Source: an optimization exercise on an open RTL-to-GDS flow (aim: small area and a short achievable clock period). Production flows keep margins and buffers that such runs may drop. RTL that was checked went through simulation tests only; none was proved equivalent to the original. Power figures rest on the tool's default switching activity, not on a simulated workload.

==> flow/design.v <==
module alu(
	input	wire		en,
	input	wire[3:0]	op,
	input	wire[15:0]	A,
	input	wire[15:0]	B,
	input	wire[15:0]	p,
	input	wire[15:0]	g,
	output	wire[15:0]	res
	);
	wire	o_and = en & (op == 4'b0011);
	wire	o_or  = en & (op == 4'b0100);
	wire	o_xor = en & (op == 4'b0101);
	wire	o_not = en & (op == 4'b0110);
	wire	o_sll = en & (op == 4'b0111);
	wire	o_srl = en & (op == 4'b1000);
	wire	o_sra = en & (op == 4'b1001);
	wire	o_rol = en & (op == 4'b1010);
	wire	right = (op[3:1] == 3'b100);
	wire	sg = o_and | o_or;
	wire	sp = o_or | o_xor;
	wire[15:0]	lo = ({16{sg}} & g) | ({16{sp}} & p) | ({16{o_not}} & ~A);
	wire[3:0]	b = B[3:0];
	wire[3:0]	amt;
	assign amt[0] = b[0];
	assign amt[1] = b[1] ^ (right & b[0]);
	assign amt[2] = b[2] ^ (right & (b[0] | b[1]));
	assign amt[3] = b[3] ^ (right & (b[0] | b[1] | b[2]));
	wire[15:0]	r0 = amt[0] ? {A[14:0], A[15]} : A;
	wire[15:0]	r1 = amt[1] ? {r0[13:0], r0[15:14]} : r0;
	wire[15:0]	r2 = amt[2] ? {r1[11:0], r1[15:12]} : r1;
	wire[15:0]	r3 = amt[3] ? {r2[7:0], r2[15:8]} : r2;
	wire		big = |B[15:4];
	wire		b16 = (B == 16'd16);
	wire[15:0]	tlv = 16'hffff << b;	 
	wire		rolm = o_rol & (~big | b16);
	wire		sllm = o_sll & ~big;
	wire		srm = (o_srl | o_sra) & ~big;
	genvar k;
	generate
		for (k = 0; k < 16; k = k + 1) begin : shm
			wire tr = tlv[15-k];
			wire m = (sllm & tlv[k]) | (srm & tr) | rolm;
			assign res[k] = (r3[k] & m) | (o_sra & A[15] & ~(tr & ~big)) | lo[k];
		end
	endgenerate
endmodule
module cla16(
	input	wire[15:0]	g,
	input	wire[15:0]	p,
	input	wire		ci,
	output	wire[16:0]	c
	);
	wire[79:0]	gl;
	wire[79:0]	pl;
	assign gl[15:0] = {g[15:1], g[0] | (p[0] & ci)};
	assign pl[15:0] = p;
	genvar k, l;
	generate
		for (l = 0; l < 4; l = l + 1) begin : lvl
			for (k = 0; k < 16; k = k + 1) begin : bt
				if ((k >> l) & 1) begin : op
					localparam integer j = ((k >> l) << l) - 1;
					assign gl[16*l+16+k] = gl[16*l+k] | (pl[16*l+k] & gl[16*l+j]);
					assign pl[16*l+16+k] = pl[16*l+k] & pl[16*l+j];
				end else begin : pass
					assign gl[16*l+16+k] = gl[16*l+k];
					assign pl[16*l+16+k] = pl[16*l+k];
				end
			end
		end
	endgenerate
	assign c = {gl[79:64], ci};
endmodule
module statem(
	input	wire		clk,
	input	wire		rst,
	input	wire[15:0]	sw,
	output	wire[15:0]	Fout
	);
	reg[1:0]	i;
	reg		show;		 
	reg[15:0]	A0;
	reg[15:0]	B0;
	reg[7:0]	cr;		 
	wire	i0 = (i == 2'd0);
	wire	i1 = (i == 2'd1);
	wire	i2 = (i == 2'd2);
	wire	i3 = (i == 2'd3);
	wire	o_add = (sw[3:0] == 4'b0001);
	wire	o_sub = (sw[3:0] == 4'b0010);
	wire[15:0]	bn = ({16{i1}} & sw) | ({16{i2 & o_add}} & B0) | ({16{i2 & o_sub}} & ~B0);
	wire		cn = i2 & o_sub;
	wire[16:0]	cy;
	cla16 nc(.g(A0 & bn), .p(A0 ^ bn), .ci(cn), .c(cy));
	wire[7:0]	crn = {cy[14], cy[12], cy[10], cy[8], cy[6], cy[4], cy[2], cy[0]};
	wire[15:0]	p = A0 ^ B0;
	wire[15:0]	g = A0 & B0;
	wire[16:0]	c;
	genvar k;
	generate
		for (k = 0; k < 8; k = k + 1) begin : fc
			assign c[2*k] = cr[k];
			assign c[2*k+1] = g[2*k] | (p[2*k] & cr[k]);
		end
	endgenerate
	assign c[16] = g[15] | (p[15] & c[15]);
	wire[15:0]	s = p ^ c[15:0];
	assign Fout = {16{show}} & s;
	wire	SF = s[15];
	wire	ZF = ~(|s);
	wire	CF = c[16] ^ cr[0];
	wire	OF = (c[15] ^ c[16]) & ~(cr[0] & ~(|A0));
	wire[15:0]	res;
	alu a(.en(i2), .op(sw[3:0]), .A(A0), .B(B0), .p(p), .g(g), .res(res));
	always @(posedge clk or negedge rst) begin
		if (rst == 0) begin
			i <= 2'd0;
			show <= 1'b0;
		end else begin
			i <= i + 2'd1;
			if (i2)
				show <= 1'b1;
		end
	end
	always @(posedge clk) begin
		B0 <= bn;
		cr <= crn;
		if (i0 | i3 | (i2 & ~o_add & ~o_sub))
			A0 <= ({16{i0}} & sw) | res | {12'b0, {4{i3}} & {SF, OF, ZF, CF}};
	end
endmodule
clock: 6.0 ns
lec_check: 0
cap_margin: 20
core_margin: 2
core_utilization: 40
setup_slack_margin: 2.8
slew_margin: 20
standard.sh (not shown) runs the stock make flow with config.mk's settings and CLKGATE_MAP_FILE= SYNTH_SCRIPT=/design/flow/synth_recipe.tcl, a recipe that flattens the netlist after the stock synthesis.
==> flow/flow/run.sh <==
#!/bin/bash
# Own flow: the standard layout, except that synthesis leaves adders to ABC
# (no full/half-adder cells) and maps with the ABC script in flow/abc.script.
set -euo pipefail
W=$(pwd)
# scripts folder = ORFS's scripts, with abc_area.script replaced by ours
mkdir -p "$W/scripts_own"
for f in "$FLOW_HOME"/scripts/*; do ln -sf "$f" "$W/scripts_own/"; done
rm -f "$W/scripts_own/abc_area.script"
cp "$W/flow/abc.script" "$W/scripts_own/abc_area.script"
make -C "$FLOW_HOME" DESIGN_CONFIG="$W/config.mk" WORK_HOME="$W/orfs" CLKGATE_MAP_FILE= \
	SYNTH_SCRIPT="$W/synth_recipe.tcl" SCRIPTS_DIR="$W/scripts_own" \
	ADDER_MAP_FILE= ABC_AREA=1 synth > "$W/synth.log" 2>&1
# the rest of the standard flow (synthesis is up to date, so make skips it),
# with plain buffers on the ports
export BUFFER_PORTS_ARGS="-buffer_cell sky130_fd_sc_hd__buf_2"
bash "$W/standard.sh" > "$W/layout.log" 2>&1
==> flow/flow/abc.script <==
strash
&get -n
&st
&dch -f
&nf -R 75
&put
topo
==> next run, changes <==
--- a/flow/design.v
+++ b/flow/design.v
@@ -79,39 +79,45 @@
 	);
 	reg[1:0]	i;
 	reg		show;		 
 	reg[15:0]	A0;
 	reg[15:0]	B0;
-	reg[7:0]	cr;		 
+	reg		cin;
+	reg		c4, c8, c12;
 	wire	i0 = (i == 2'd0);
 	wire	i1 = (i == 2'd1);
 	wire	i2 = (i == 2'd2);
 	wire	i3 = (i == 2'd3);
 	wire	o_add = (sw[3:0] == 4'b0001);
 	wire	o_sub = (sw[3:0] == 4'b0010);
 	wire[15:0]	bn = ({16{i1}} & sw) | ({16{i2 & o_add}} & B0) | ({16{i2 & o_sub}} & ~B0);
 	wire		cn = i2 & o_sub;
-	wire[16:0]	cy;
-	cla16 nc(.g(A0 & bn), .p(A0 ^ bn), .ci(cn), .c(cy));
-	wire[7:0]	crn = {cy[14], cy[12], cy[10], cy[8], cy[6], cy[4], cy[2], cy[0]};
+	wire[15:0]	pn = A0 ^ bn;
+	wire[15:0]	gn = A0 & bn;
+	wire[16:0]	cc;
+	cla16 nc(.g(gn), .p(pn), .ci(cn), .c(cc));
 	wire[15:0]	p = A0 ^ B0;
 	wire[15:0]	g = A0 & B0;
+	genvar k;
 	wire[16:0]	c;
-	genvar k;
+	assign c[0] = cin;
+	assign c[4] = c4;
+	assign c[8] = c8;
+	assign c[12] = c12;
 	generate
-		for (k = 0; k < 8; k = k + 1) begin : fc
-			assign c[2*k] = cr[k];
-			assign c[2*k+1] = g[2*k] | (p[2*k] & cr[k]);
+		for (k = 0; k < 16; k = k + 1) begin : fc
+			if (k % 4 != 3)
+				assign c[k+1] = g[k] | (p[k] & c[k]);
 		end
 	endgenerate
 	assign c[16] = g[15] | (p[15] & c[15]);
 	wire[15:0]	s = p ^ c[15:0];
 	assign Fout = {16{show}} & s;
 	wire	SF = s[15];
 	wire	ZF = ~(|s);
-	wire	CF = c[16] ^ cr[0];
-	wire	OF = (c[15] ^ c[16]) & ~(cr[0] & ~(|A0));
+	wire	CF = c[16] ^ cin;
+	wire	OF = (c[15] ^ c[16]) & ~(cin & ~(|A0));
 	wire[15:0]	res;
 	alu a(.en(i2), .op(sw[3:0]), .A(A0), .B(B0), .p(p), .g(g), .res(res));
 	always @(posedge clk or negedge rst) begin
 		if (rst == 0) begin
 			i <= 2'd0;
@@ -122,10 +128,13 @@
 				show <= 1'b1;
 		end
 	end
 	always @(posedge clk) begin
 		B0 <= bn;
-		cr <= crn;
+		cin <= cn;
+		c4 <= cc[4];
+		c8 <= cc[8];
+		c12 <= cc[12];
 		if (i0 | i3 | (i2 & ~o_add & ~o_sub))
 			A0 <= ({16{i0}} & sw) | res | {12'b0, {4{i3}} & {SF, OF, ZF, CF}};
 	end
 endmodule
Effect:
- cell count hardly moves
- hold slack degrades by 0.031 ns
- via count barely changes
- clock-buffer cell count went down by 2
- power went down by a few percent
- design area went up slightly
- register-to-register slack degrades by 0.26 ns
- synthesized cell count went down slightly
- sequential share of layout area went down by 1.8 points
- routed wire length went down by a few percent
- maximum frequency went down by a few percent
- setup slack degrades by 0.21 ns
- die area went down by a few percent
- sequential power went down by roughly a tenth
Only the layout flow was run in the second run of this note; the RTL was not checked for function there.

==> static timing again, ports no longer ideal <==
The results above use ideal ports. As a check the final layouts listed here were re-extracted and re-timed, cells and wires unchanged.
Step 1: set_driving_cell puts a clkbuf_16 on clk and a buf_2 on each other input, an assumption about the parent block.
Step 2 adds t to the input delays and takes it off the output delays; t is the mean of the earliest and latest rising clock arrival at the registers after step 1. Input paths then give back, and output paths get back, about the clock's delay inside the block.
Three values: no drivers, after step 1, after step 2; two values: the first two.
run	t, ns	setup WS [ns]	latest minus earliest clock arrival (ns)	slew at the worst register clock pin (ns)
the first run	0.342	2.879 / 2.847 / 2.515	0.013 / 0.012	0.10 / 0.10
the second run	0.330	2.670 / 2.639 / 2.577	0.018 / 0.018	0.10 / 0.10
After both steps every run listed still meets setup and hold. For the first run, which loses most, drivers alone change the setup slack by -0.032 ns; drivers and shift together by -0.364 ns.
